This is an optimization exercise on Yosys and OpenROAD, whose aim is small area, a short achievable clock period and few clock cycles per item, not a production implementation. The RTL was checked by simulation tests, not by an equivalence proof against the original design.

==> flow/design.v, too long to show whole: its modules and the start of the top module <==
// module conv_1d: 5575 lines
// module conv_fa: 4 lines
// module conv_ha: 4 lines
// module conv_ha1: 4 lines
module conv_1d #(
    parameter DATA_WIDTH  = 8,
    parameter KERNEL_SIZE = 16
) (
    input logic clk,
    input logic arst_n,
    input  logic [DATA_WIDTH-1:0] signal_data,
    input  logic                  signal_vld,
    input  logic                  signal_last,
    output logic                  signal_rdy,
    input  logic [KERNEL_SIZE*DATA_WIDTH-1:0] kernel,
    output logic [DATA_WIDTH*2+$clog2(KERNEL_SIZE)-1:0] result_data,
    output logic                    result_vld,
    output logic                    result_last,
    input  logic                    result_rdy
);
  // ...
==> flow/run.sh <==
#!/bin/bash
# synth_recipe.tcl (not shown) runs the flow's synth.tcl, then flattens the netlist and writes it again
# the make line also repeats each setting of config.mk as NAME=value (left out here)
make -C /OpenROAD-flow-scripts/flow DESIGN_CONFIG=/design/flow/config.mk WORK_HOME=/design/flow/orfs CLKGATE_MAP_FILE= SYNTH_SCRIPT=/design/flow/synth_recipe.tcl finish
==> flow/config.mk <==
export PLATFORM = sky130hd
export DESIGN_NAME = conv_1d
export DESIGN_NICKNAME = conv_1d
export VERILOG_FILES = /design/flow/design.v
export SDC_FILE = /design/flow/constraint.sdc
export NUM_CORES = 4
export LEC_CHECK = 0
export CAP_MARGIN = 20
export CORE_MARGIN = 2
export CORE_UTILIZATION = 40
export SETUP_SLACK_MARGIN = 3.4
export SLEW_MARGIN = 20
export SYNTH_HIERARCHICAL = 1
==> flow/constraint.sdc <==
create_clock -name core_clock -period 6.0 [get_ports {clk}]
set_input_delay 1.2000 -clock core_clock [delete_from_list [all_inputs] [get_ports {clk}]]
set_output_delay 1.2000 -clock core_clock [all_outputs]
set_load 0.01 [all_outputs]
==> results.yml, run 1 <==
run_status:
  status: "timing/DRC/antenna clean"
final_layout:
  largest_register_ff_count: 316
  seq_area_share: 0.268
  seq_cells: 587
  areaGrowthSynthToFinish_pct: 17.2
  largest_registers: "r1_q (316), hist (128), r2_q (77)"
  final_clock_cell_share: 0.0535
clock_network:
  cts_repair_resize_count: 851
  cts_hold_repair_buffers: 0
  clkSlewWorstSetupHoldPaths_ns: 0.06
  cts_inserted_buffers: 72
global_routing:
  top_usage_layer: "met2"
logic_synthesis:
  synth_edf_count: 0
  synth.ff_latch_count: 587
  synth_compound_gate_area_share: 0.00610
worst_hold_path:
  hold_path_depth: 0
  hp-class: "flop to flop"
worst_setup_path:
  critPathArrivalTime_ns: 3.21
  cp_common_cell: "fa_2"
  worstPathRequired_ns: 6.56
  timing.critical_path.depth: 5
  end_kind: "flop"
  reg2reg_to: "r2_q[25]$_DFF_P_"
  cp_num_buf_inv: 1
drt:
  dr_total_vias: 23700
  wl_per_cell_um: 30.3
  wl_met1_um: 56600
  ant_nets: 0
  vias_per_cell: 5.29
placement:
  post-dp-hpwl_um: 114000
  port_bufs: 161
sta:
  max_freq_ghz: 0.378
  final_period_minus_worst_setup_slack_ns: 2.65
  hold_vio_cnt_final: 0
  finalSetupTns_ns: 0
  fin_skew_ns: 0.0232
  unrepaired_setup_endpoints_after_global_routing: "true"
  timing.final.max_slew_violations: 0
floorplan:
  die_height_um: 320
  floorplan.io_pins: 164
  die-area_um2: 102000
Testbench counts, summed over its fixed seeds: cycles 16,040, items 16,000.
==> inputs of run 2 (changes only) <==
--- a/flow/config.mk
+++ b/flow/config.mk
@@ -10,3 +10,3 @@
 export CORE_UTILIZATION = 40
-export SETUP_SLACK_MARGIN = 3.4
+export SETUP_SLACK_MARGIN = 3.8
 export SLEW_MARGIN = 20
==> run 2 against run 1 <==
Compared with the run above:
- wire length up 2.1%
- final cell count up 1.5%
- critical endpoint is now r1_q[289]$_DFF_P_
- still clean on timing, DRC and antenna
- critical path type unchanged
==> results.yml, run 2 <==
run_status:
  status: "timing/DRC/antenna clean"
logic_synthesis:
  synth.cell_area_um2: 39800
  synth.ff_latch_count: 587
  library_cells_used_by_synthesis: 49
  synth.top_cells.by_count: "nand2_1, fa_1, dfxtp_1"
  yosys_most_used_dff: "dfxtp_1"
  synthesis.yosys.warnings: 8
  yosys.area.top_type: "fa_1"
  synth_edf_count: 0
  yosys.cell_count.top_type: "nand2_1"
  syn_inst: 3176
  synth.area.top_cells: "fa_1, dfxtp_1, nand2_1"
  proportion_of_register_bits_with_asynchronous_set_or_reset_after_synthesis: 0.235
  yosys.area.top_type_share: 0.499
  synth_area_per_cell_um2: 12.5
  postSynthNetCount: 4346
  ys_seq_area_frac: 0.312
floorplan:
  row_count: 115
  chipWidth_um: 320
  die-area_um2: 102000
  die_height_um: 320
  area_of_the_core_um2: 98600
  start_util: 0.404
  floorplan.io_pins: 164
worst_setup_path:
  critical-path-slowest-cell: "fa_2"
  path_delay_family: "adder cells"
  worst_setup_path_start_kind: "input port"
  cp_num_buf_inv: 1
  critical-path-max-stage-delay_ns: 0.75
  path_max_fanout: 7
  critPathArrivalTime_ns: 3.17
  crit_chain: "buf_12 > nand2_4 > fa_2 > fa_2 > fa_2"
  cp_common_cell: "fa_2"
  setup.worst_path.class: "input port to flop"
  worstPathRequired_ns: 6.56
  end_kind: "flop"
drt:
  drc: 0
  drt_iter0_markers: 2023
  wl_met3_um: 10900
  detail_route.wirelength_um: 139000
  dr_total_vias: 24200
  ant_nets: 0
  routed.top_layer: "met4"
  detail_route.first_pass.iterations: 5
  wl_met1_um: 56500
  met2_wirelength_um: 64600
  wl_per_cell_um: 30.4
  vias_per_cell: 5.31
clock_network:
  cts.sink_count: 587
  cts_inserted_buffers: 73
  clock-root-buffer: "clkbuf_16"
  clkSlewWorstSetupHoldPaths_ns: 0.06
  cts_hold_repair_buffers: 0
  clk_path_buf_depth: 3
  cts_h_tree_depth: 3
  tritoncts: "built"
  clk-insertion-delay-late_ns: 0.64
worst_hold_path:
  hp-class: "flop to flop"
sta:
  final_worst_setup_slack_ns: 3.39
  finalSetupViolCount: 0
  fin_crit_sh: 0.435
  final_period_minus_worst_setup_slack_ns: 2.61
  timing.final.max_slew_violations: 0
  worstMarginPinSlew_ns: 0.800
  fin_skew_ns: 0.0301
  hold_vio_cnt_final: 0
  max_freq_ghz: 0.383
  finalSetupTns_ns: 0
  slew-limit-headroom: 0.466
  unrepaired_setup_endpoints_after_global_routing: "true"
global_routing:
  first_pass_grt_wire_length_um: 198000
  number_of_antenna_violations_at_the_first_check_in_global_routing: 1
  number_of_global_route_vias_before_repair: 27000
  globalRoute.totalOverflow: 0
  grt_max_degree: 81
  grt.total_usage: 0.278
final_layout:
  max_flop_register: "r1_q"
  stdcell_area_um2: 52300
  largest_register_ff_count: 316
  drive_above_1_share: 0.676
  fin_cells: 4557
  final_core_utilization: 0.531
  nNetsFinal: 4378
  largest_registers: "r1_q (316), hist (128), r2_q (77)"
  nFillCells: 7933
  areaGrowthSynthToFinish_pct: 31.3
  final_cell_mix: "fa_2, nand2_1, nand2_2"
  layout_commonest_cell: "fa_2"
run:
  drv.max_cap_violation_count: 0
placement:
  port_bufs: 161
  dpl.cell_count: 4353
  dpl-instance-area_um2: 44200
  gpl.final_weighted_congestion: 0.943
  post-dp-hpwl_um: 113000
  worst_setup_slack_before_clock_tree_synthesis_ns: 1.88
run 2: cell types whose count changed in the layout (fill, tap and decap cells not counted), sizes merged:
| cell | change |
|---|---|
| buf | +106 |
| bufinv | -2 |
| clkbuf | -20 |
| clkinv | +6 |
| diode | -2 |
| dlygate4sd2 | -22 |
| inv | +2 |
run 2: repair_timing:
action / in CTS / in global routing
buffers inserted: 34 / 33
pin swaps: 615 / 391
gates resized for setup: 2245 / 370
endpoints found under the setup margin: 448 / 348
gates cloned: 0 / 0
run 2: worst paths after layout:
check / slack, ns / cells after the start / startpoint / to
max reg2reg: 3.44 / 4 / r1_q[125]$_DFF_P_ / r2_q[25]$_DFF_P_
max: 3.39 / 5 / kernel[23] / r1_q[289]$_DFF_P_
min: 0.32 / 0 / r2_q[1]$_DFF_P_ / r3_q[1]$_DFF_P_
min in group asynchronous: 0.57 / 1 / arst_n / hist[15][0]$_DFFE_PN0P_
min reg2reg: 0.32 / 0 / r2_q[1]$_DFF_P_ / r3_q[1]$_DFF_P_
max in group asynchronous: 4.43 / 2 / arst_n / hist[8][7]$_DFFE_PN0P_
run 2: logic make-up after synthesis:
family / Yosys count / synth area share
other cells: 1 / 0.0000942
mux: 129 / 0.0364
flops: 587 / 0.312
buf+inv: 337 / 0.0323
xor+xnor: 6 / 0.00132
fa+ha+maj: 1029 / 0.510
compound gates: 33 / 0.00610
simple gates: 1054 / 0.101
run 2: final cells by class:
cell class / instances / area [µm²] / share of cell area
well taps: 1287 / 1610 / 0.0308
diodes: 1 / 2.50 / 0.0000478
multi-input cells: 2252 / 31400 / 0.601
clock buffers: 109 / 2200 / 0.0421
flip-flops and latches: 587 / 12900 / 0.246
inverters: 63 / 236 / 0.00452
clock inverters: 27 / 302 / 0.00577
repair buffers: 231 / 3640 / 0.0696
run 2: per-stage QoR:
step / hold slack (ns)
after global placement: 0.313
after CTS: 0.324
final: 0.322
after global routing: 0.326
after detailed placement: 0.312
after floorplan: 0.310
run 2: per-module statistics from Yosys (local to each module, per instance):
module	flip-flops and latches	cell area, µm²	copies in the design
conv_1d	587	19500	1
conv_fa	0	20.0	992
conv_ha	0	12.5	12
conv_ha1	0	27.5	12
run 2: per-layer routing:
layer | vias up | track usage
met2 | 1020 | 0.436
li1 | 9617 | -
met4 | 0 | 0.117
met3 | 249 | 0.0634
met1 | 13300 | 0.374
met5 | - | 0
==> inputs of run 3 (changes only) <==
--- a/flow/config.mk
+++ b/flow/config.mk
@@ -10,3 +10,6 @@
 export CORE_UTILIZATION = 40
-export SETUP_SLACK_MARGIN = 3.8
+export CTS_BUF_LIST = sky130_fd_sc_hd__clkbuf_4 sky130_fd_sc_hd__clkbuf_8
+export CTS_CLUSTER_SIZE = 24
+export PLACE_DENSITY = 0.75
+export SETUP_SLACK_MARGIN = 3.3
 export SLEW_MARGIN = 20
==> run 3 against run 2 <==
Compared with the run above:
- first-iteration DRC count rose by 12%
- global-route usage fell by 1.5 points
- wire length fell by 5.8%
- clock skew rose by 0.015 ns
- via count rose by 0.81%
- critical path depth did not move
- die area did not move
- largest cell class unchanged
==> results.yml, run 3 <==
clock_network:
  cts_post_setup_buffers_inserted: 0
  cts_hold_repair_buffers: 0
  clock-root-buffer: "clkbuf_8"
  clk_path_buf_depth: 3
  clkSlewWorstSetupHoldPaths_ns: 0.06
  tritoncts: "built"
  clk-insertion-delay-late_ns: 0.75
  cts_inserted_buffers: 100
  cts.sink_count: 587
  cts_h_tree_depth: 3
worst_hold_path:
  hp-class: "flop to flop"
  hold_path_depth: 0
  hold-path-endpoint: "r3_q[2]$_DFF_P_"
  min-delay-start: "r2_q[2]$_DFF_P_"
sta:
  final_period_minus_worst_setup_slack_ns: 2.76
  max_freq_ghz: 0.363
  worstMarginPinSlew_ns: 1.10
  unrepaired_setup_endpoints_after_global_routing: "false"
  slew-limit-headroom: 0.270
  timing.final.max_slew_violations: 0
  finalSetupViolCount: 0
  hold_vio_cnt_final: 0
  finalSetupTns_ns: 0
  fin_crit_sh: 0.459
  fin_skew_ns: 0.0447
global_routing:
  number_of_antenna_violations_at_the_first_check_in_global_routing: 10
  grt_max_degree: 131
  number_of_global_route_vias_before_repair: 27400
  globalRoute.totalOverflow: 0
  grt.total_usage: 0.263
  first_pass_grt_wire_length_um: 190000
drt:
  drc: 0
  dr_total_vias: 24400
  vias_per_cell: 5.37
  detail_route.wirelength_um: 131000
  wl_per_cell_um: 28.8
  detail_route.first_pass.iterations: 7
  drt_iter0_markers: 2262
  ant_nets: 0
logic_synthesis:
  synth.cell_area_um2: 39800
  yosys_most_used_dff: "dfxtp_1"
  proportion_of_register_bits_with_asynchronous_set_or_reset_after_synthesis: 0.235
  yosys.area.top_type_share: 0.499
  yosys.cell_count.top_type: "nand2_1"
  synth_area_per_cell_um2: 12.5
  synthesis.yosys.warnings: 8
  syn_inst: 3176
  postSynthNetCount: 4346
  synth.area.top_cells: "fa_1, dfxtp_1, nand2_1"
  ys_seq_area_frac: 0.312
  library_cells_used_by_synthesis: 49
  synth.top_cells.by_count: "nand2_1, fa_1, dfxtp_1"
  synth.ff_latch_count: 587
  synth_edf_count: 0
  yosys.area.top_type: "fa_1"
floorplan:
  die-area_um2: 102000
  floorplan.io_pins: 164
  area_of_the_core_um2: 98600
  start_util: 0.404
  row_count: 115
  chipWidth_um: 320
  die_height_um: 320
worst_setup_path:
  critPathArrivalTime_ns: 3.34
  end_kind: "flop"
  worst_setup_path_start_kind: "input port"
  path_max_fanout: 8
  setup.worst_path.class: "input port to flop"
  worst_r2r_startpoint: "hist[9][5]$_DFFE_PN0P_"
  worstPathRequired_ns: 6.59
  reg2reg_to: "r1_q[89]$_DFF_P_"
  timing.reg2reg.worst_path_depth: 4
  r2r_setup_slk_ns: 3.31
final_layout:
  drive_above_1_share: 0.324
  area.sequential_um2: 12500
  fin_cells: 4542
  nNetsFinal: 4337
  largest_registers: "r1_q (316), hist (128), r2_q (77)"
  layout_commonest_cell: "nand2_1"
  nFillCells: 8457
  largest_register_ff_count: 316
  max_flop_register: "r1_q"
  areaGrowthSynthToFinish_pct: 15.8
  multi_input_area_um2: 28000
  final_cell_mix: "nand2_1, fa_1, dfxtp_1"
placement:
  gpl.final_weighted_congestion: 0.983
  dpl.cell_count: 4352
  port_bufs: 161
  post-dp-hpwl_um: 109000
run:
  drv.max_cap_violation_count: 0
run_status:
  status: "timing/DRC/antenna clean"
run 3: cell count changes in the layout (fill, tap and decap cells not counted), moves of 112 or more:
cell / previous run / this run
fa_1: 142 / 630
dfrtp_1: 12 / 132
fa_2: 851 / 363
nand2_4: 300 / 68
buf_12: 114 / 2
nand2_2: 333 / 198
nand2_1: 397 / 764
dfxtp_1: 317 / 447
clkbuf_8: 11 / 130
run 3: kinds of logic (layout without fill, tap and decap cells):
family / Yosys count / count (layout) / share of synthesized area
other cells: 1 / 7 / 0.0000942
mux: 129 / 129 / 0.0364
xor+xnor: 6 / 6 / 0.00132
buf+inv: 337 / 410 / 0.0323
fa+ha+maj: 1029 / 1029 / 0.510
simple gates: 1054 / 1054 / 0.101
compound gates: 33 / 33 / 0.00610
flops: 587 / 587 / 0.312
run 3: how the worst max path moves through the flow:
stage               slack (ns)       start                 to
floorplan                 3.01  kernel[92]  r1_q[191]$_DFF_P_
global placement          1.86  kernel[73]   r1_q[89]$_DFF_P_
detailed placement        1.84  kernel[73]   r1_q[89]$_DFF_P_
CTS                       3.28  kernel[88]   r1_q[89]$_DFF_P_
global route              3.28   kernel[0]   r1_q[61]$_DFF_P_
finish                    3.24   kernel[0]   r1_q[61]$_DFF_P_
run 3: layer usage:
| layer | part of all wire | global-route usage |
|---|---|---|
| met1 | 0.38 | 0.331 |
| met2 | 0.47 | 0.417 |
| met3 | 0.091 | 0.0683 |
| met4 | 0.062 | 0.138 |
| met5 | 0.00050 | 0 |
run 3: final cells by class:
| class | count | area share |
|---|---|---|
| clock inverters | 31 | 0.00841 |
| clock buffers | 153 | 0.0425 |
| flip-flops and latches | 587 | 0.270 |
| well taps | 1287 | 0.0349 |
| inverters | 63 | 0.00513 |
| multi-input cells | 2252 | 0.608 |
| diodes | 6 | 0.000326 |
| repair buffers | 163 | 0.0311 |
run 3: worst max-delay path, cell delays in order:
cell,delay [ns]
clkdlybuf4s15_2,0.34
nand2_1,0.12
fa_2,0.61
fa_1,0.54
fa_1,0.52
run 3: repair_timing:
action | in CTS | in global routing
pin swaps | 1 | 4
gates resized for setup | 421 | 117
cloned | 0 | 0
setup endpoints to repair | 329 | 62
run 3: Yosys stat by module (local to each module, per instance):
module,flip-flops and latches,cells,cell area [µm²]
conv_1d,587,2112,19500
conv_ha1,0,5,27.5
conv_fa,0,1,20.0
conv_ha,0,1,12.5
run 3: through the flow:
step | hold WS [ns] | setup slack (ns) | area (µm²) | utilization
4_1_cts | 0.321 | 3.28 | 46300 | 0.470
5_1_grt | 0.321 | 3.28 | 46100 | 0.468
3_3_place_gp | 0.313 | 1.86 | 43900 | 0.445
2_1_floorplan | 0.310 | 3.01 | 43700 | -
3_5_place_dp | 0.313 | 1.84 | 43900 | 0.445
6_report | 0.319 | 3.24 | 46100 | 0.468
==> inputs of run 4 (changes only) <==
--- a/flow/config.mk
+++ b/flow/config.mk
@@ -12,4 +12,3 @@
 export CTS_CLUSTER_SIZE = 24
-export PLACE_DENSITY = 0.75
-export SETUP_SLACK_MARGIN = 3.3
+export SETUP_SLACK_MARGIN = 3.4
 export SLEW_MARGIN = 20
==> run 4 against run 3 <==
Compared with the run above:
- sequential share of layout area grew 0.16 points
- final cell count rose by 0.35%
- setup slack gained 0.098 ns
- synthesized cell count did not move
- flip-flop and latch count unchanged
- design area about the same
- highest routed layer unchanged
- critical path type unchanged
- critical endpoint is now r1_q[90]$_DFF_P_
==> results.yml, run 4 <==
floorplan:
  row_count: 115
  floorplan.io_pins: 164
  die_height_um: 320
  chipWidth_um: 320
  area_of_the_core_um2: 98600
  die-area_um2: 102000
  start_util: 0.404
worst_setup_path:
  path_max_fanout: 8
  critical-path-slowest-cell: "fa_2"
  worstPathRequired_ns: 6.62
  worst_setup_path_start_kind: "input port"
  setup.worst_path.class: "input port to flop"
  cp_common_cell: "fa_2"
  critical-path-max-stage-delay_ns: 0.63
  end_kind: "flop"
  crit_chain: "clkdlybuf4s18_2 > nand2_2 > fa_2 > fa_2 > fa_1"
  critPathArrivalTime_ns: 3.28
drt:
  vias_per_cell: 5.28
  detail_route.wirelength_um: 136000
  dr_total_vias: 24000
  drc: 0
  drt_iter0_markers: 2004
  detail_route.first_pass.iterations: 7
  wl_per_cell_um: 29.8
  ant_nets: 0
global_routing:
  grt_max_degree: 78
  first_pass_grt_wire_length_um: 196000
  grt_use_met3: 0.0653
  grt.met1_usage: 0.368
  use_met2: 0.433
  globalRoute.totalOverflow: 0
  grt.total_usage: 0.275
  number_of_antenna_violations_at_the_first_check_in_global_routing: 8
  top_usage_layer: "met2"
  number_of_global_route_vias_before_repair: 26900
sta:
  unrepaired_setup_endpoints_after_global_routing: "true"
  fin_skew_ns: 0.0449
  final_worst_setup_slack_ns: 3.34
  max_freq_ghz: 0.376
  slew-limit-headroom: 0.469
  finalSetupTns_ns: 0
  hold_vio_cnt_final: 0
  fin_crit_sh: 0.443
  final_period_minus_worst_setup_slack_ns: 2.66
  worstMarginPinSlew_ns: 0.797
  timing.final.max_slew_violations: 0
  finalSetupViolCount: 0
clock_network:
  cts_inserted_buffers: 107
  tritoncts: "built"
  clk-insertion-delay-late_ns: 0.78
  cts_post_setup_buffers_inserted: 0
  clkSlewWorstSetupHoldPaths_ns: 0.06
  clock-root-buffer: "clkbuf_8"
  clk_path_buf_depth: 3
  cts_hold_repair_buffers: 0
  cts.sink_count: 587
  cts_h_tree_depth: 3
placement:
  dpl.cell_count: 4353
  port_bufs: 161
  gpl.final_weighted_congestion: 0.948
  dpl-instance-area_um2: 43900
  worst_setup_slack_before_clock_tree_synthesis_ns: 1.83
  post-dp-hpwl_um: 114000
logic_synthesis:
  ys_seq_area_frac: 0.312
  synth.cell_area_um2: 39800
  synth_edf_count: 0
  proportion_of_register_bits_with_asynchronous_set_or_reset_after_synthesis: 0.235
  yosys_most_used_dff: "dfxtp_1"
  synth.ff_latch_count: 587
  synth.area.top_cells: "fa_1, dfxtp_1, nand2_1"
  yosys.area.top_type_share: 0.499
  syn_inst: 3176
  yosys.area.top_type: "fa_1"
  synthesis.yosys.warnings: 8
  yosys.cell_count.top_type: "nand2_1"
  library_cells_used_by_synthesis: 49
  synth_area_per_cell_um2: 12.5
  synth.top_cells.by_count: "nand2_1, fa_1, dfxtp_1"
  postSynthNetCount: 4346
final_layout:
  stdcell_area_um2: 46100
  nNetsFinal: 4345
  drive_above_1_share: 0.352
  final_cell_mix: "nand2_1, fa_1, dfxtp_1"
  largest_registers: "r1_q (316), hist (128), r2_q (77)"
  areaGrowthSynthToFinish_pct: 15.8
  nFillCells: 8748
  fin_cells: 4558
  max_flop_register: "r1_q"
  largest_register_ff_count: 316
  layout_commonest_cell: "nand2_1"
worst_hold_path:
  hp-class: "flop to flop"
run_status:
  status: "timing/DRC/antenna clean"
run:
  drv.max_cap_violation_count: 0
-- run 4: cell counts after synthesis --
No cell type changed its count.
-- run 4: cells by family after synthesis --
| family | synth area share |
|---|---|
| buffers and inverters | 0.0323 |
| xor gates and xnor gates | 0.00132 |
| DFF | 0.312 |
| and+or+nand+nor | 0.101 |
| muxes | 0.0364 |
| other | 0.0000942 |
| adders and majority gates | 0.510 |
| AOI/OAI and AO/OA | 0.00610 |
-- run 4: timing repair --
action	4_1_cts	5_1_grt
gates resized for setup	581	170
setup endpoints to repair	330	86
pin swaps	8	6
-- run 4: area by class of cell --
class                      count  area, µm²  share of cell area
timing repair buffer         164       1180              0.0255
clock inverter                36        418             0.00907
tap                         1287       1610              0.0349
multi-input combinational   2252      28100               0.610
clock buffer                 162       2020              0.0438
sequential                   587      12500               0.272
antenna                        7       17.5            0.000380
inverter                      63        236             0.00513
-- run 4: final timing paths --
check	startpoint	endpoint	depth (start not counted)	slack, ns
setup / recovery	kernel[125]	r1_q[90]$_DFF_P_	5	3.34
hold / removal	r2_q[0]$_DFF_P_	r3_q[0]$_DFF_P_	0	0.33
setup reg to reg	r1_q[150]$_DFF_P_	r2_q[25]$_DFF_P_	4	3.41
hold reg to reg	r2_q[0]$_DFF_P_	r3_q[0]$_DFF_P_	0	0.33
max in group asynchronous	arst_n	hist[6][4]$_DFFE_PN0P_	2	4.55
min in group asynchronous	arst_n	hist[0][1]$_DFFE_PN0P_	1	0.47
-- run 4: modules after synthesis, one instance, submodules excluded --
module    copies in the design  flops+latches  cell area [µm²]
conv_fa                    992              0             20.0
conv_ha1                    12              0             27.5
conv_1d                      1            587            19500
conv_ha                     12              0             12.5
-- run 4: critical path: cells and delay by family --
family / cells / cell delay, ns
buffers and inverters: 1 / 0.39
adder cells (fa/ha/maj): 3 / 1.57
AND/OR/NAND/NOR: 1 / 0.11
-- run 4: stage by stage --
step | util | hold slack, ns
2_1_floorplan | - | 0.310
3_3_place_gp | 0.446 | 0.313
3_5_place_dp | 0.446 | 0.314
4_1_cts | 0.469 | 0.328
5_1_grt | 0.468 | 0.338
6_report | 0.468 | 0.326
-- run 4: per-layer routing --
layer	wire (µm)	vias up
met4	6270	4
met1	55700	13100
li1	-	9570
met5	31	-
met2	62900	1079
met3	11200	275
==> inputs of run 5 (changes only) <==
--- a/flow/config.mk
+++ b/flow/config.mk
@@ -10,4 +10,5 @@
 export CORE_UTILIZATION = 40
-export CTS_BUF_LIST = sky130_fd_sc_hd__clkbuf_4 sky130_fd_sc_hd__clkbuf_8
-export CTS_CLUSTER_SIZE = 24
+export CTS_BUF_LIST = sky130_fd_sc_hd__clkbuf_16
+export CTS_CLUSTER_DIAMETER = 60
+export CTS_CLUSTER_SIZE = 20
 export SETUP_SLACK_MARGIN = 3.4
==> run 5 against run 4 <==
Compared with the run above:
- final cell count decreased by 1.6%
- worst hold slack improved by 0.0035 ns
- largest cell class unchanged
==> results.yml, run 5 <==
sta:
  fin_crit_sh: 0.439
  fin_skew_ns: 0.0378
  timing.final.max_slew_violations: 0
  hold_vio_cnt_final: 0
  slew-limit-headroom: 0.463
  finalSetupViolCount: 0
  final_period_minus_worst_setup_slack_ns: 2.64
  unrepaired_setup_endpoints_after_global_routing: "true"
  max_freq_ghz: 0.379
  finalSetupTns_ns: 0
  worstMarginPinSlew_ns: 0.805
global_routing:
  first_pass_grt_wire_length_um: 196000
  globalRoute.totalOverflow: 0
  number_of_global_route_vias_before_repair: 26600
  grt_max_degree: 78
  grt.total_usage: 0.275
  number_of_antenna_violations_at_the_first_check_in_global_routing: 3
drt:
  wl_per_cell_um: 30.2
  vias_per_cell: 5.29
  ant_nets: 0
  dr_total_vias: 23700
  detail_route.first_pass.iterations: 5
  drt_iter0_markers: 2076
  detail_route.wirelength_um: 136000
  drc: 0
worst_setup_path:
  critPathArrivalTime_ns: 3.21
  critical-path-max-stage-delay_ns: 0.64
  critical-path-slowest-cell: "fa_2"
  setup.worst_path.class: "input port to flop"
  cp_common_cell: "fa_2"
  end_kind: "flop"
  path_delay_family: "adder cells"
  path_max_fanout: 8
  cp_num_buf_inv: 1
  worst_setup_path_start_kind: "input port"
  worstPathRequired_ns: 6.57
  crit_chain: "buf_8 > nand2_2 > fa_2 > fa_2 > fa_2"
final_layout:
  max_flop_register: "r1_q"
  largest_register_ff_count: 316
  nNetsFinal: 4310
  nFillCells: 8670
  largest_registers: "r1_q (316), hist (128), r2_q (77)"
  areaGrowthSynthToFinish_pct: 16.7
  layout_commonest_cell: "nand2_1"
  final_core_utilization: 0.472
  drive_above_1_share: 0.341
  final_cell_mix: "nand2_1, fa_1, dfxtp_1"
clock_network:
  cts_h_tree_depth: 3
  clock-root-buffer: "clkbuf_16"
  cts_inserted_buffers: 69
  cts.sink_count: 587
  clk_path_buf_depth: 3
  tritoncts: "built"
  clkSlewWorstSetupHoldPaths_ns: 0.07
  clk-insertion-delay-late_ns: 0.65
logic_synthesis:
  yosys_most_used_dff: "dfxtp_1"
  library_cells_used_by_synthesis: 49
  synth.cell_area_um2: 39800
  syn_inst: 3176
  yosys.cell_count.top_type: "nand2_1"
  synth.top_cells.by_count: "nand2_1, fa_1, dfxtp_1"
  synthesis.yosys.warnings: 8
  yosys.area.top_type: "fa_1"
  synth_area_per_cell_um2: 12.5
  postSynthNetCount: 4346
  synth.ff_latch_count: 587
  synth_edf_count: 0
  proportion_of_register_bits_with_asynchronous_set_or_reset_after_synthesis: 0.235
  synth.area.top_cells: "fa_1, dfxtp_1, nand2_1"
  yosys.area.top_type_share: 0.499
  ys_seq_area_frac: 0.312
floorplan:
  row_count: 115
  die_height_um: 320
  die-area_um2: 102000
  chipWidth_um: 320
  area_of_the_core_um2: 98600
  start_util: 0.404
  floorplan.io_pins: 164
placement:
  post-dp-hpwl_um: 114000
  gpl.final_weighted_congestion: 0.948
  port_bufs: 161
run_status:
  status: "timing/DRC/antenna clean"
run:
  drv.max_cap_violation_count: 0
worst_hold_path:
  hp-class: "flop to flop"
## run 5: cell type report
class	count	area, µm²	share of cell area
multi-input combinational	2252	28200	0.606
sequential	587	12500	0.269
clock buffer	72	1800	0.0388
tap	1287	1610	0.0346
timing repair buffer	167	1550	0.0333
clock inverter	55	596	0.0128
inverter	63	236	0.00509
antenna	2	5.00	0.000108
## run 5: worst paths after layout
path / start / to / slack, ns / depth (start not counted)
max: kernel[73] / r1_q[89]$_DFF_P_ / 3.36 / 5
min reg2reg: r2_q[0]$_DFF_P_ / r3_q[0]$_DFF_P_ / 0.33 / 0
max reg2reg: hist[3][5]$_DFFE_PN0P_ / r1_q[272]$_DFF_P_ / 3.40 / 4
min in group asynchronous: arst_n / hist[0][2]$_DFFE_PN0P_ / 0.61 / 1
max in group asynchronous: arst_n / hist[7][5]$_DFFE_PN0P_ / 4.42 / 2
min: r2_q[0]$_DFF_P_ / r3_q[0]$_DFF_P_ / 0.33 / 0
## run 5: modules after synthesis (local to each module, per instance)
module / flip-flops and latches / copies in the design
conv_fa: 0 / 992
conv_1d: 587 / 1
conv_ha1: 0 / 12
conv_ha: 0 / 12
## run 5: worst reg2reg max path, cell delays in order (launching register included)
cell and delay, ns:
dfrtp_1 0.65, nand2_1 0.17, fa_2 0.70, fa_2 0.51, fa_1 0.45
## run 5: cell families (layout without fill, tap and decap cells)
group | after synthesis | after routing | share of synthesized area
compound gates | 33 | 33 | 0.00610
xor+xnor | 6 | 6 | 0.00132
fa+ha+maj | 1029 | 1029 | 0.510
buf+inv | 337 | 357 | 0.0323
flops | 587 | 587 | 0.312
mux | 129 | 129 | 0.0364
other cells | 1 | 3 | 0.0000942
simple gates | 1054 | 1054 | 0.101
## run 5: routing by layer
metal  GRT usage  part of all wire  up-vias
li1            -                 -     9489
met1       0.369              0.41    13000
met2       0.435              0.46     1009
met3      0.0644             0.080      259
met4       0.108             0.046        4
met5           0           0.00021        -
## run 5: metrics by stage
stage	std cells	worst slack [ns]	hold WS, ns	instance area, µm²
final	4485	3.36	0.329	46500
after detailed placement	4353	1.83	0.314	43900
after global placement	4353	1.83	0.313	43900
after global routing	4484	3.31	0.342	46500
after floorplan	3176	3.01	0.310	43700
after CTS	4480	3.32	0.333	46100
## run 5: repair_timing
action / 4_1_cts / 5_1_grt
hold buffers: 0 / 0
pin swaps: 25 / 58
endpoints found under the setup margin: 332 / 75
gates resized for setup: 820 / 147
setup buffers: 0 / 3
==> inputs of run 6 (changes only) <==
==> flow/flow/run.sh (new file) <==
#!/bin/bash
# The standard layout, with two changes: ports are buffered with plain
# buffers (buf_2, which the resizer may then size) instead of delay cells,
# and clock tree synthesis inserts no dummy loads.
set -euo pipefail
export BUFFER_PORTS_ARGS="-buffer_cell sky130_fd_sc_hd__buf_2"
export CTS_ARGS="-sink_clustering_enable -repair_clock_nets -dont_use_dummy_load"
bash standard.sh > standard.log 2>&1
==> flow/standard.sh (new file) <==
#!/bin/bash
# synth_recipe.tcl (not shown) runs the flow's synth.tcl, then flattens the netlist and writes it again
# the make line also repeats each setting of config.mk as NAME=value (left out here)
make -C /OpenROAD-flow-scripts/flow DESIGN_CONFIG=/design/flow/config.mk WORK_HOME=/design/flow/orfs CLKGATE_MAP_FILE= SYNTH_SCRIPT=/design/flow/synth_recipe.tcl "${@:-finish}"
--- a/flow/config.mk
+++ b/flow/config.mk
@@ -10,5 +10,2 @@
 export CORE_UTILIZATION = 40
-export CTS_BUF_LIST = sky130_fd_sc_hd__clkbuf_16
-export CTS_CLUSTER_DIAMETER = 60
-export CTS_CLUSTER_SIZE = 20
 export SETUP_SLACK_MARGIN = 3.4
removed: flow/run.sh
==> run 6 against run 5 <==
Compared with the run above:
- still clean on timing, DRC and antenna
- core utilization fell by 0.72 points
- worst hold slack got worse by 0.0025 ns
- setup slack improved by 0.0036 ns
- first-iteration DRC count fell by 9.0%
- die area did not move
- count of clock-buffer cells in the layout fell by 3
- via count fell by 0.72%
==> results.yml, run 6 <==
sta:
  finalSetupTns_ns: 0
  timing.final.max_slew_violations: 0
  worstMarginPinSlew_ns: 0.831
  unrepaired_setup_endpoints_after_global_routing: "true"
  hold_vio_cnt_final: 0
  slew-limit-headroom: 0.446
  holdWs_ns: 0.327
  fin_skew_ns: 0.0541
  finalSetupViolCount: 0
  final_period_minus_worst_setup_slack_ns: 2.63
  fin_crit_sh: 0.439
  max_freq_ghz: 0.380
logic_synthesis:
  postSynthNetCount: 4346
  library_cells_used_by_synthesis: 49
  yosys.area.top_type_share: 0.499
  post_synth_fa_ha_maj_area_fraction: 0.510
  yosys.area_share.simple: 0.101
  syn_inst: 3176
  yosys_most_used_dff: "dfxtp_1"
  combinational_family_with_the_most_area_after_synthesis: "adder cells"
  synth_area_per_cell_um2: 12.5
  synth.area.top_cells: "fa_1, dfxtp_1, nand2_1"
  yosys.area.top_type: "fa_1"
  synth.ff_latch_count: 587
  ys_seq_area_frac: 0.312
  synthesis.yosys.warnings: 8
  proportion_of_register_bits_with_asynchronous_set_or_reset_after_synthesis: 0.235
  synth.cell_area_um2: 39800
  post_synth_xor_xnor_area: 0.00132
  synth_compound_gate_area_share: 0.00610
  synth.area.mux_share: 0.0364
  yosys.cell_count.top_type: "nand2_1"
  synth_edf_count: 0
  synth.top_cells.by_count: "nand2_1, fa_1, dfxtp_1"
placement:
  dpl.cell_count: 4352
  gpl.final_weighted_congestion: 0.940
  post-dp-hpwl_um: 113000
  port_bufs: 161
drt:
  ant_nets: 0
  drc: 0
  wl_per_cell_um: 30.2
  detail_route.first_pass.iterations: 7
  vias_per_cell: 5.32
  drt_iter0_markers: 1889
  dr_total_vias: 23600
  detail_route.wirelength_um: 134000
final_layout:
  nNetsFinal: 4309
  fin_cells: 4425
  nFillCells: 8711
  drive_above_1_share: 0.344
  final_cell_mix: "nand2_1, fa_1, dfxtp_1"
  largest_register_ff_count: 316
  max_flop_register: "r1_q"
  areaGrowthSynthToFinish_pct: 14.9
  layout_commonest_cell: "nand2_1"
  final_core_utilization: 0.464
  largest_registers: "r1_q (316), hist (128), r2_q (77)"
clock_network:
  cts_h_tree_depth: 3
  cts.sink_count: 587
  clkSlewWorstSetupHoldPaths_ns: 0.05
  cts_inserted_buffers: 69
  clk-insertion-delay-late_ns: 0.63
  clk_path_buf_depth: 3
  tritoncts: "built"
  cts_hold_repair_buffers: 0
  clock-root-buffer: "clkbuf_16"
floorplan:
  area_of_the_core_um2: 98600
  die-area_um2: 102000
  row_count: 115
  die_height_um: 320
  chipWidth_um: 320
  start_util: 0.404
  floorplan.io_pins: 164
worst_setup_path:
  setup.worst_path.class: "input port to flop"
  worst_setup_path_start_kind: "input port"
  worstPathRequired_ns: 6.47
  end_kind: "flop"
  critPathArrivalTime_ns: 3.10
  path_max_fanout: 8
global_routing:
  use_met2: 0.437
  grt_use_met3: 0.0724
  globalRoute.totalOverflow: 0
  number_of_antenna_violations_at_the_first_check_in_global_routing: 2
  grt.met1_usage: 0.353
  grt.total_usage: 0.271
  first_pass_grt_wire_length_um: 194000
  top_usage_layer: "met2"
  number_of_global_route_vias_before_repair: 26700
  grt_max_degree: 80
run_status:
  status: "timing/DRC/antenna clean"
worst_hold_path:
  hp-class: "flop to flop"
run:
  drv.max_cap_violation_count: 0
[run 6: worst paths after layout]
path                                         from                 endpoint  slack (ns)  cells after the start
worst max register to register  r1_q[152]$_DFF_P_         r2_q[25]$_DFF_P_        3.37                      4
min in group asynchronous                  arst_n  hist[15][0]$_DFFE_PN0P_        0.60                      1
worst max-delay path                   kernel[73]         r1_q[89]$_DFF_P_        3.37                      5
worst min-delay path             r1_q[42]$_DFF_P_          r2_q[6]$_DFF_P_        0.33                      0
worst min register to register   r1_q[42]$_DFF_P_          r2_q[6]$_DFF_P_        0.33                      0
max in group asynchronous                  arst_n   hist[7][5]$_DFFE_PN0P_        4.39                      2
[run 6: per-module statistics from Yosys, one instance, submodules excluded]
module	cell area, µm²	cells inside	times used	flip-flops and latches
conv_ha1	27.5	5	12	0
conv_ha	12.5	1	12	0
conv_1d	19500	2112	1	587
conv_fa	20.0	1	992	0
[run 6: layer usage]
layer,vias to the layer above,wire length (µm)
met3,208,11200
met1,13000,54100
met4,0,5590
li1,9407,-
met5,-,0
met2,985,63000
[run 6: through the flow]
| step | area (µm²) | setup WS (ns) |
|---|---|---|
| after floorplan | 43700 | 3.01 |
| after CTS | 45300 | 3.35 |
| after detailed placement | 43200 | 2.47 |
| after global routing | 45800 | 3.32 |
| final | 45800 | 3.37 |
| after global placement | 43200 | 2.47 |
[run 6: layout make-up]
class / count / area, µm² / share of cell area
Multi-Input combinational cell: 2252 / 28200 / 0.616
Sequential cell: 587 / 12500 / 0.273
Clock buffer: 69 / 1730 / 0.0377
Tap cell: 1287 / 1610 / 0.0352
Timing Repair Buffer: 166 / 1500 / 0.0327
Inverter: 63 / 236 / 0.00517
Antenna cell: 1 / 2.50 / 0.0000547
[run 6: critical path, stage by stage]
cell	delay (ns)
buf_12	0.11
nand2_2	0.07
fa_2	0.64
fa_2	0.52
fa_1	0.55
[run 6: cell families after synthesis]
kind of cell,Yosys count
and+or+nand+nor,1054
adders and majority gates,1029
DFF,587
buffers and inverters,337
muxes,129
AOI/OAI and AO/OA,33
xor gates and xnor gates,6
other,1
[run 6: timing repair]
action / 4_1_cts / 5_1_grt
resized for setup: 175 / 159
gates cloned: 0 / 0
pin swaps: 30 / 84
setup endpoints to repair: 109 / 62
buffers inserted: 0 / 3
==> inputs of run 7 (changes only) <==
--- a/flow/flow/run.sh
+++ b/flow/flow/run.sh
@@ -6,3 +6,3 @@
 export BUFFER_PORTS_ARGS="-buffer_cell sky130_fd_sc_hd__buf_2"
-export CTS_ARGS="-sink_clustering_enable -repair_clock_nets -dont_use_dummy_load"
+export CTS_ARGS="-sink_clustering_enable -repair_clock_nets -dont_use_dummy_load -sink_clustering_size 25 -sink_clustering_max_diameter 80"
 bash standard.sh > standard.log 2>&1
--- a/flow/config.mk
+++ b/flow/config.mk
@@ -10,2 +10,3 @@
 export CORE_UTILIZATION = 40
+export PLACE_DENSITY = 0.7
 export SETUP_SLACK_MARGIN = 3.4
==> run 7 against run 6 <==
Compared with the run above:
- clock skew barely moved
- final cell count down 0.75%
- maximum frequency is 1.9% lower
- critical path type unchanged
- critical endpoint unchanged
- die area unchanged
- design area decreased by 1.6%
- via count rose by 1.5%
- synthesized cell count is the same
- register-to-register slack hardly changed
- critical path depth stayed put
- wire length shrank 1.3%
==> results.yml, run 7 <==
sta:
  slew-limit-headroom: 0.327
  fin_crit_sh: 0.447
  unrepaired_setup_endpoints_after_global_routing: "true"
  max_freq_ghz: 0.373
  hold_vio_cnt_final: 0
  worstMarginPinSlew_ns: 1.01
  finalSetupViolCount: 0
  finalSetupTns_ns: 0
  final_period_minus_worst_setup_slack_ns: 2.68
  fin_skew_ns: 0.0545
  timing.final.max_slew_violations: 0
  final_worst_setup_slack_ns: 3.32
drt:
  detail_route.first_pass.iterations: 6
  vias_per_cell: 5.44
  wl_per_cell_um: 30.1
  detail_route.wirelength_um: 132000
  ant_nets: 0
  dr_total_vias: 23900
  drc: 0
  drt_iter0_markers: 2490
worst_setup_path:
  worst_setup_path_start_kind: "input port"
  worstPathRequired_ns: 6.51
  critical-path-max-stage-delay_ns: 0.61
  path_max_fanout: 8
  timing.reg2reg.worst_path_depth: 4
  critPathArrivalTime_ns: 3.19
  r2r_setup_slk_ns: 3.37
  cp_common_cell: "fa_2"
  cp_num_buf_inv: 1
  path_delay_family: "adder cells"
  end_kind: "flop"
  crit_chain: "buf_6 > nand2_2 > fa_2 > fa_2 > fa_2"
  setup.worst_path.class: "input port to flop"
  critical-path-slowest-cell: "fa_2"
  timing.critical_path.depth: 5
floorplan:
  die-area_um2: 102000
  chipWidth_um: 320
  die_height_um: 320
  area_of_the_core_um2: 98600
  row_count: 115
  start_util: 0.404
  floorplan.io_pins: 164
placement:
  port_bufs: 161
  gpl.final_weighted_congestion: 0.973
  dpl-instance-area_um2: 43200
  worst_setup_slack_before_clock_tree_synthesis_ns: 2.46
  post-dp-hpwl_um: 111000
clock_network:
  clk_path_buf_depth: 3
  clk-insertion-delay-late_ns: 0.61
  cts_h_tree_depth: 2
  tritoncts: "built"
  cts_inserted_buffers: 38
  clock-root-buffer: "clkbuf_16"
  cts.sink_count: 587
  clkSlewWorstSetupHoldPaths_ns: 0.08
  cts_post_setup_buffers_inserted: 0
logic_synthesis:
  synthesis.yosys.warnings: 8
  ys_seq_area_frac: 0.312
  synth.cell_area_um2: 39800
  yosys.area.top_type: "fa_1"
  postSynthNetCount: 4346
  yosys.area.top_type_share: 0.499
  synth.ff_latch_count: 587
  syn_inst: 3176
  synth_area_per_cell_um2: 12.5
  proportion_of_register_bits_with_asynchronous_set_or_reset_after_synthesis: 0.235
  synth_edf_count: 0
  library_cells_used_by_synthesis: 49
  synth.top_cells.by_count: "nand2_1, fa_1, dfxtp_1"
  yosys_most_used_dff: "dfxtp_1"
  synth.area.top_cells: "fa_1, dfxtp_1, nand2_1"
  yosys.cell_count.top_type: "nand2_1"
worst_hold_path:
  hold_path_depth: 0
  hp-class: "flop to flop"
global_routing:
  number_of_global_route_vias_before_repair: 26300
  globalRoute.totalOverflow: 0
  grt.total_usage: 0.265
  number_of_antenna_violations_at_the_first_check_in_global_routing: 3
  grt_max_degree: 131
  first_pass_grt_wire_length_um: 191000
final_layout:
  stdcell_area_um2: 45100
  nFillCells: 8668
  largest_registers: "r1_q (316), hist (128), r2_q (77)"
  max_flop_register: "r1_q"
  drive_above_1_share: 0.337
  layout_commonest_cell: "nand2_1"
  nNetsFinal: 4276
  final_cell_mix: "nand2_1, fa_1, dfxtp_1"
  largest_register_ff_count: 316
  areaGrowthSynthToFinish_pct: 13.1
run_status:
  status: "timing/DRC/antenna clean"
run:
  drv.max_cap_violation_count: 0
==> run 7: changes by cell type in the layout (fill, tap and decap cells not counted), sizes merged <==
cell	delta
buf	+14
clkbuf	-47
==> run 7: layer usage <==
| metal | share of wire | global-route usage |
|---|---|---|
| met5 | 0.000091 | 0 |
| met4 | 0.056 | 0.120 |
| met3 | 0.087 | 0.0545 |
| met2 | 0.47 | 0.425 |
| met1 | 0.39 | 0.348 |
==> run 7: modules after synthesis (local to each module, per instance) <==
module    times used  area (µm²)  cells
conv_ha1          12        27.5      5
conv_ha           12        12.5      1
conv_1d            1       19500   2112
conv_fa          992        20.0      1
==> run 7: path summary, 6_finish.rpt <==
check,to,start
worst max-delay path,r1_q[89]$_DFF_P_,kernel[74]
worst min-delay path,r2_q[20]$_DFF_P_,r1_q[122]$_DFF_P_
worst max register to register,r1_q[89]$_DFF_P_,hist[8][0]$_DFFE_PN0P_
worst min register to register,r2_q[20]$_DFF_P_,r1_q[122]$_DFF_P_
max in group asynchronous,hist[4][7]$_DFFE_PN0P_,arst_n
min in group asynchronous,hist[15][0]$_DFFE_PN0P_,arst_n
==> run 7: layout make-up <==
class	count	area, µm²	area share
Inverter	63	236	0.00525
Multi-Input combinational cell	2252	28200	0.626
Antenna cell	1	2.50	0.0000555
Sequential cell	587	12500	0.277
Tap cell	1287	1610	0.0357
Clock buffer	38	951	0.0211
Timing Repair Buffer	164	1550	0.0343
==> run 7: repair_timing <==
item | 4_1_cts | 5_1_grt
hold buffers | 0 | 0
pin swaps | 48 | 97
setup endpoints to repair | 111 | 42
gates resized for setup | 210 | 142
==> run 7: kinds of logic (layout without fill, tap and decap cells) <==
logic type	count (synthesis)	count (layout)	synth area share
other cells	1	2	0.0000942
buf+inv	337	265	0.0323
xor+xnor	6	6	0.00132
simple gates	1054	1054	0.101
fa+ha+maj	1029	1029	0.510
mux	129	129	0.0364
compound gates	33	33	0.00610
flops	587	587	0.312
==> run 7: worst register-to-register path, stage by stage (launching register included) <==
cell	delay, ns
dfrtp_1	0.66
nand2_1	0.16
fa_1	0.51
fa_2	0.65
fa_2	0.50
==> run 7: through the flow <==
step	hold WS [ns]	util	instances
after detailed placement	0.312	0.438	4353
after global routing	0.334	0.457	4392
final	0.331	0.457	4392
after global placement	0.313	0.438	4353
after CTS	0.331	0.453	4391
after floorplan	0.310	-	3176
==> inputs of run 8 (changes only) <==
--- a/flow/config.mk
+++ b/flow/config.mk
@@ -10,3 +10,2 @@
 export CORE_UTILIZATION = 40
-export PLACE_DENSITY = 0.7
 export SETUP_SLACK_MARGIN = 3.4
==> run 8 against run 7 <==
Compared with the run above:
- core utilization is 0.071 points higher
- die area unchanged
- maximum frequency is 1.7% higher
- non-clock buffer count rose by 4
- critical path type unchanged
- highest routed layer is now met4
==> results.yml, run 8 <==
final_layout:
  nFillCells: 8784
  largest_register_ff_count: 316
  layout_commonest_cell: "nand2_1"
  max_flop_register: "r1_q"
  largest_registers: "r1_q (316), hist (128), r2_q (77)"
  final_cell_mix: "nand2_1, fa_1, dfxtp_1"
  drive_above_1_share: 0.337
  nNetsFinal: 4281
  areaGrowthSynthToFinish_pct: 13.3
logic_synthesis:
  yosys.cell_count.top_type: "nand2_1"
  syn_inst: 3176
  yosys_most_used_dff: "dfxtp_1"
  yosys.area.top_type_share: 0.499
  yosys.area.top_type: "fa_1"
  library_cells_used_by_synthesis: 49
  synth_area_per_cell_um2: 12.5
  synthesis.yosys.warnings: 8
  synth_edf_count: 0
  synth.area.top_cells: "fa_1, dfxtp_1, nand2_1"
  proportion_of_register_bits_with_asynchronous_set_or_reset_after_synthesis: 0.235
  postSynthNetCount: 4346
  ys_seq_area_frac: 0.312
  synth.cell_area_um2: 39800
  synth.top_cells.by_count: "nand2_1, fa_1, dfxtp_1"
  synth.ff_latch_count: 587
sta:
  fin_crit_sh: 0.440
  finalSetupViolCount: 0
  holdWs_ns: 0.328
  worstMarginPinSlew_ns: 0.846
  finalSetupTns_ns: 0
  hold_vio_cnt_final: 0
  unrepaired_setup_endpoints_after_global_routing: "true"
  slew-limit-headroom: 0.436
  max_freq_ghz: 0.379
  final_period_minus_worst_setup_slack_ns: 2.64
  fin_skew_ns: 0.0590
  timing.final.max_slew_violations: 0
  final_worst_setup_slack_ns: 3.36
clock_network:
  tritoncts: "built"
  cts_h_tree_depth: 2
  cts_hold_repair_buffers: 0
  cts_inserted_buffers: 39
  cts.sink_count: 587
  clock-root-buffer: "clkbuf_16"
  clk_path_buf_depth: 3
  clk-insertion-delay-late_ns: 0.62
  clkSlewWorstSetupHoldPaths_ns: 0.07
floorplan:
  die-area_um2: 102000
  die_height_um: 320
  row_count: 115
  start_util: 0.404
  chipWidth_um: 320
  floorplan.io_pins: 164
  area_of_the_core_um2: 98600
global_routing:
  grt.total_usage: 0.269
  first_pass_grt_wire_length_um: 193000
  grt_max_degree: 80
  number_of_antenna_violations_at_the_first_check_in_global_routing: 3
  globalRoute.totalOverflow: 0
  number_of_global_route_vias_before_repair: 26400
drt:
  detail_route.wirelength_um: 133000
  dr_total_vias: 23400
  drt_iter0_markers: 2008
  vias_per_cell: 5.31
  ant_nets: 0
  detail_route.first_pass.iterations: 5
  wl_per_cell_um: 30.2
  drc: 0
run:
  drv.max_cap_violation_count: 0
run_status:
  status: "timing/DRC/antenna clean"
placement:
  post-dp-hpwl_um: 113000
  worst_setup_slack_before_clock_tree_synthesis_ns: 2.47
  gpl.final_weighted_congestion: 0.940
  port_bufs: 161
worst_setup_path:
  critPathArrivalTime_ns: 3.09
  path_max_fanout: 8
  setup.worst_path.class: "input port to flop"
  worst_setup_path_start_kind: "input port"
  end_kind: "flop"
  worstPathRequired_ns: 6.45
worst_hold_path:
  hp-class: "flop to flop"
-- run 8: cell count changes in the layout (fill, tap and decap cells not counted), sizes merged --
cell	change
diode	+1
clkbuf	+12
buf	-7
-- run 8: layout make-up --
cell class              count  area (µm²)  share of cell area
multi-input cells        2252       28200               0.625
flip-flops and latches    587       12500               0.277
diodes                      2        5.00            0.000111
inverters                  63         236             0.00524
clock buffers              39         976              0.0216
repair buffers            168        1580              0.0350
well taps                1287        1610              0.0357
-- run 8: per-stage QoR --
stage                     cells   util  area (µm²)
final                      4398  0.458       45100
after global routing       4398  0.458       45100
after CTS                  4391  0.453       44600
after detailed placement   4352  0.438       43200
after global placement     4352  0.438       43200
after floorplan            3176      -       43700
-- run 8: logic make-up after synthesis --
family | after synthesis | share of synthesized area
AND/OR/NAND/NOR | 1054 | 0.101
other | 1 | 0.0000942
XOR/XNOR | 6 | 0.00132
multiplexers | 129 | 0.0364
AO/OA/AOI/OAI | 33 | 0.00610
buffers and inverters | 337 | 0.0323
adder cells (fa/ha/maj) | 1029 | 0.510
flip-flops | 587 | 0.312
-- run 8: critical path, stage by stage --
cell and delay, ns:
buf_12 0.11, nand2_4 0.06, fa_2 0.63, fa_2 0.52
fa_1 0.55
-- run 8: final timing paths --
kind	startpoint	to	slack, ns	depth (start not counted)
setup / recovery	kernel[73]	r1_q[89]$_DFF_P_	3.36	5
hold / removal	r1_q[42]$_DFF_P_	r2_q[6]$_DFF_P_	0.33	0
setup reg to reg	r1_q[147]$_DFF_P_	r2_q[25]$_DFF_P_	3.38	4
hold reg to reg	r1_q[42]$_DFF_P_	r2_q[6]$_DFF_P_	0.33	0
max in group asynchronous	arst_n	hist[6][3]$_DFFE_PN0P_	4.34	2
min in group asynchronous	arst_n	hist[15][2]$_DFFE_PN0P_	0.63	1
-- run 8: repair_timing --
item / in CTS / in global routing
endpoints found under the setup margin: 128 / 62
endpoints found under the hold margin: 0 / 0
buffers inserted: 0 / 5
resized for setup: 189 / 164
pin swaps: 42 / 95
-- run 8: per-layer routing --
metal  routed length, µm  vias to the layer above  GRT usage  share of wire
met3               10500                      215     0.0622          0.079
met5                   0                        -          0              0
met4                5630                        0     0.0899          0.042
met2               62500                      955      0.435           0.47
met1               54200                    12800      0.357           0.41
li1                    -                     9342          -              -
-- run 8: modules after synthesis (local to each module, per instance) --
module    area [µm²]  times used  cells inside  flip-flops and latches
conv_1d        19500           1          2112                     587
conv_fa         20.0         992             1                       0
conv_ha         12.5          12             1                       0
conv_ha1        27.5          12             5                       0
==> inputs of run 9 (changes only) <==
--- a/flow/config.mk
+++ b/flow/config.mk
@@ -13 +13,2 @@
 export SYNTH_HIERARCHICAL = 1
+export TNS_END_PERCENT = 2
==> run 9 against run 8 <==
Compared with the run above:
- setup slack worse by 0.084 ns
- design area down 4.6%
- area after synthesis unchanged
==> results.yml, run 9 <==
run_status:
  status: "timing/DRC/antenna clean"
final_layout:
  largest_register_ff_count: 316
  final_cell_mix: "fa_1, nand2_1, dfxtp_1"
  nNetsFinal: 4279
  areaGrowthSynthToFinish_pct: 8.09
  max_flop_register: "r1_q"
  drive_above_1_share: 0.163
  largest_registers: "r1_q (316), hist (128), r2_q (77)"
  layout_commonest_cell: "fa_1"
  stdcell_area_um2: 43000
sta:
  fin_skew_ns: 0.0551
  timing.final.max_slew_violations: 0
  max_freq_ghz: 0.367
  final_period_minus_worst_setup_slack_ns: 2.72
  finalSetupViolCount: 0
  hold_vio_cnt_final: 0
  fin_crit_sh: 0.454
  finalSetupTns_ns: 0
  worstMarginPinSlew_ns: 0.844
  unrepaired_setup_endpoints_after_global_routing: "true"
  slew-limit-headroom: 0.437
logic_synthesis:
  yosys.cell_count.top_type: "nand2_1"
  synthesis.yosys.warnings: 8
  yosys_most_used_dff: "dfxtp_1"
  yosys.area.top_type: "fa_1"
  postSynthNetCount: 4346
  ys_seq_area_frac: 0.312
  synth.cell_area_um2: 39800
  synth.area.top_cells: "fa_1, dfxtp_1, nand2_1"
  proportion_of_register_bits_with_asynchronous_set_or_reset_after_synthesis: 0.235
  synth_area_per_cell_um2: 12.5
  synth.ff_latch_count: 587
  syn_inst: 3176
  yosys.area.top_type_share: 0.499
  synth.top_cells.by_count: "nand2_1, fa_1, dfxtp_1"
  library_cells_used_by_synthesis: 49
  synth_edf_count: 0
drt:
  wl_per_cell_um: 29.9
  dr_total_vias: 23500
  drc: 0
  wl_met3_um: 10900
  wl_met1_um: 52200
  drt_iter0_markers: 2046
  detail_route.first_pass.iterations: 5
  detail_route.wirelength_um: 131000
  vias_per_cell: 5.34
  routed.top_layer: "met5"
  met2_wirelength_um: 62200
  ant_nets: 0
floorplan:
  area_of_the_core_um2: 98600
  row_count: 115
  die-area_um2: 102000
  start_util: 0.404
  die_height_um: 320
  chipWidth_um: 320
  floorplan.io_pins: 164
worst_setup_path:
  cp_num_buf_inv: 1
  setup.worst_path.end: "r1_q[90]$_DFF_P_"
  worst_setup_path_start_kind: "input port"
  path_max_fanout: 8
  cp_common_cell: "fa_1"
  r2r_setup_slk_ns: 3.33
  path_delay_family: "adder cells"
  critPathArrivalTime_ns: 3.18
  reg2reg_to: "r1_q[23]$_DFF_P_"
  worstPathRequired_ns: 6.45
  crit_chain: "buf_2 > nand2_1 > fa_2 > fa_1 > fa_1"
  critical-path-max-stage-delay_ns: 0.61
  end_kind: "flop"
  critical-path-slowest-cell: "fa_2"
  timing.critical_path.from: "kernel[123]"
  worst_r2r_startpoint: "hist[7][2]$_DFFE_PN0P_"
  timing.reg2reg.worst_path_depth: 4
  timing.critical_path.depth: 5
  setup.worst_path.class: "input port to flop"
run:
  drv.max_cap_violation_count: 0
clock_network:
  clk-insertion-delay-late_ns: 0.62
  clock-root-buffer: "clkbuf_16"
  cts.sink_count: 587
  tritoncts: "built"
  clkSlewWorstSetupHoldPaths_ns: 0.09
  cts_h_tree_depth: 2
  cts_hold_repair_buffers: 0
  cts_inserted_buffers: 41
  clk_path_buf_depth: 3
worst_hold_path:
  hp-class: "flop to flop"
placement:
  gpl.final_weighted_congestion: 0.940
  post-dp-hpwl_um: 110000
  dpl-instance-area_um2: 41600
  port_bufs: 161
global_routing:
  grt_max_degree: 73
  grt.total_usage: 0.266
  number_of_antenna_violations_at_the_first_check_in_global_routing: 6
  globalRoute.totalOverflow: 0
  first_pass_grt_wire_length_um: 191000
  number_of_global_route_vias_before_repair: 26300
## run 9: kinds of logic (layout without fill, tap and decap cells)
group                      after synthesis  after routing  synth area share
AOI/OAI and AO/OA                       33             33           0.00610
xor gates and xnor gates                 6              6           0.00132
adders and majority gates             1029           1029             0.510
buffers and inverters                  337            268            0.0323
DFF                                    587            587             0.312
muxes                                  129            129            0.0364
other                                    1              2         0.0000942
and+or+nand+nor                       1054           1054             0.101
## run 9: through the flow
stage / hold slack, ns / cells / setup WS [ns] / utilization
2_1_floorplan: 0.310 / 3176 / 3.01 / -
3_3_place_gp: 0.310 / 4353 / 2.49 / 0.422
3_5_place_dp: 0.314 / 4353 / 2.47 / 0.422
4_1_cts: 0.331 / 4394 / 3.32 / 0.435
5_1_grt: 0.340 / 4394 / 3.29 / 0.437
6_report: 0.330 / 4395 / 3.28 / 0.437
## run 9: area by class of cell
class | count | area [µm²]
Antenna cell | 1 | 2.50
Clock buffer | 41 | 1030
Fill cell | 8898 | 55500
Inverter | 63 | 236
Multi-Input combinational cell | 2252 | 26600
Sequential cell | 587 | 12500
Tap cell | 1287 | 1610
Timing Repair Buffer | 164 | 1090
## run 9: repair_timing
action / in CTS / in global routing
buffers inserted: 0 / 0
resized for setup: 111 / 60
gates cloned: 0 / 0
pin swaps: 18 / 13
setup endpoints to repair: 172 / 171
## run 9: modules after synthesis, one instance, submodules excluded
module    cells inside  area, µm²  flip-flops and latches
conv_1d           2112      19500                     587
conv_fa              1       20.0                       0
conv_ha              1       12.5                       0
conv_ha1             5       27.5                       0
## run 9: worst min-delay path by stage
stage	cells past startpoint	start	slack, ns	to
5_1_grt	0	r2_q[1]$_DFF_P_	0.34	r3_q[1]$_DFF_P_
3_3_place_gp	0	r2_q[0]$_DFF_P_	0.31	r3_q[0]$_DFF_P_
4_1_cts	0	r1_q[42]$_DFF_P_	0.33	r2_q[6]$_DFF_P_
6_report	0	r1_q[42]$_DFF_P_	0.33	r2_q[6]$_DFF_P_
3_5_place_dp	0	r2_q[76]$_DFF_P_	0.31	r3_q[35]$_DFF_P_
2_1_floorplan	0	r1_q[0]$_DFF_P_	0.31	r2_q[0]$_DFF_P_
## run 9: routing by layer
layer,vias to the layer above,global-route usage
met3,219,0.0631
met1,12900,0.348
met2,1035,0.432
li1,9328,-
met5,-,0
met4,8,0.0968

## re-timing with driven ports
Ports are ideal in the flow. The routed layouts listed here were re-timed in OpenROAD.
Step 1: set_driving_cell puts a clkbuf_16 on clk and a buf_2 on each other input, an assumption about the parent block.
Step 2, shift: input delay + t, output delay - t, t = (earliest + latest rising clock arrival at the registers) / 2. This alone moves slack from input paths to output paths.
a / b / c = no drivers / after step 1 / after step 2; a / b = the first two.
| run | t (ns) | slack for setup (ns) | worst setup path after step 2 | worst data-port slew with drivers (ns) |
|---|---|---|---|---|
| run 1 | 0.694 | 3.354 / 3.347 / 2.653 | input to register | 0.12 |
| run 2 | 0.695 | 3.391 / 3.390 / 2.696 | input to register | 0.14 |
| run 3 | 0.795 | 3.245 / 3.246 / 2.451 | input to register | 0.12 |
| run 4 | 0.821 | 3.343 / 3.364 / 2.543 | input to register | 0.13 |
| run 5 | 0.705 | 3.363 / 3.361 / 2.656 | input to register | 0.13 |
| run 6 | 0.674 | 3.367 / 3.350 / 2.675 | input to register | 0.14 |
| run 7 | 0.651 | 3.316 / 3.337 / 2.686 | input to register | 0.12 |
| run 8 | 0.660 | 3.362 / 3.337 / 2.677 | input to register | 0.14 |
| run 9 | 0.658 | 3.278 / 3.293 / 2.635 | input to register | 0.12 |
After both steps every run listed still meets setup and hold. The setup slack of run 4, which loses most, moves by +0.021 ns with the drivers and by -0.800 ns with both steps.
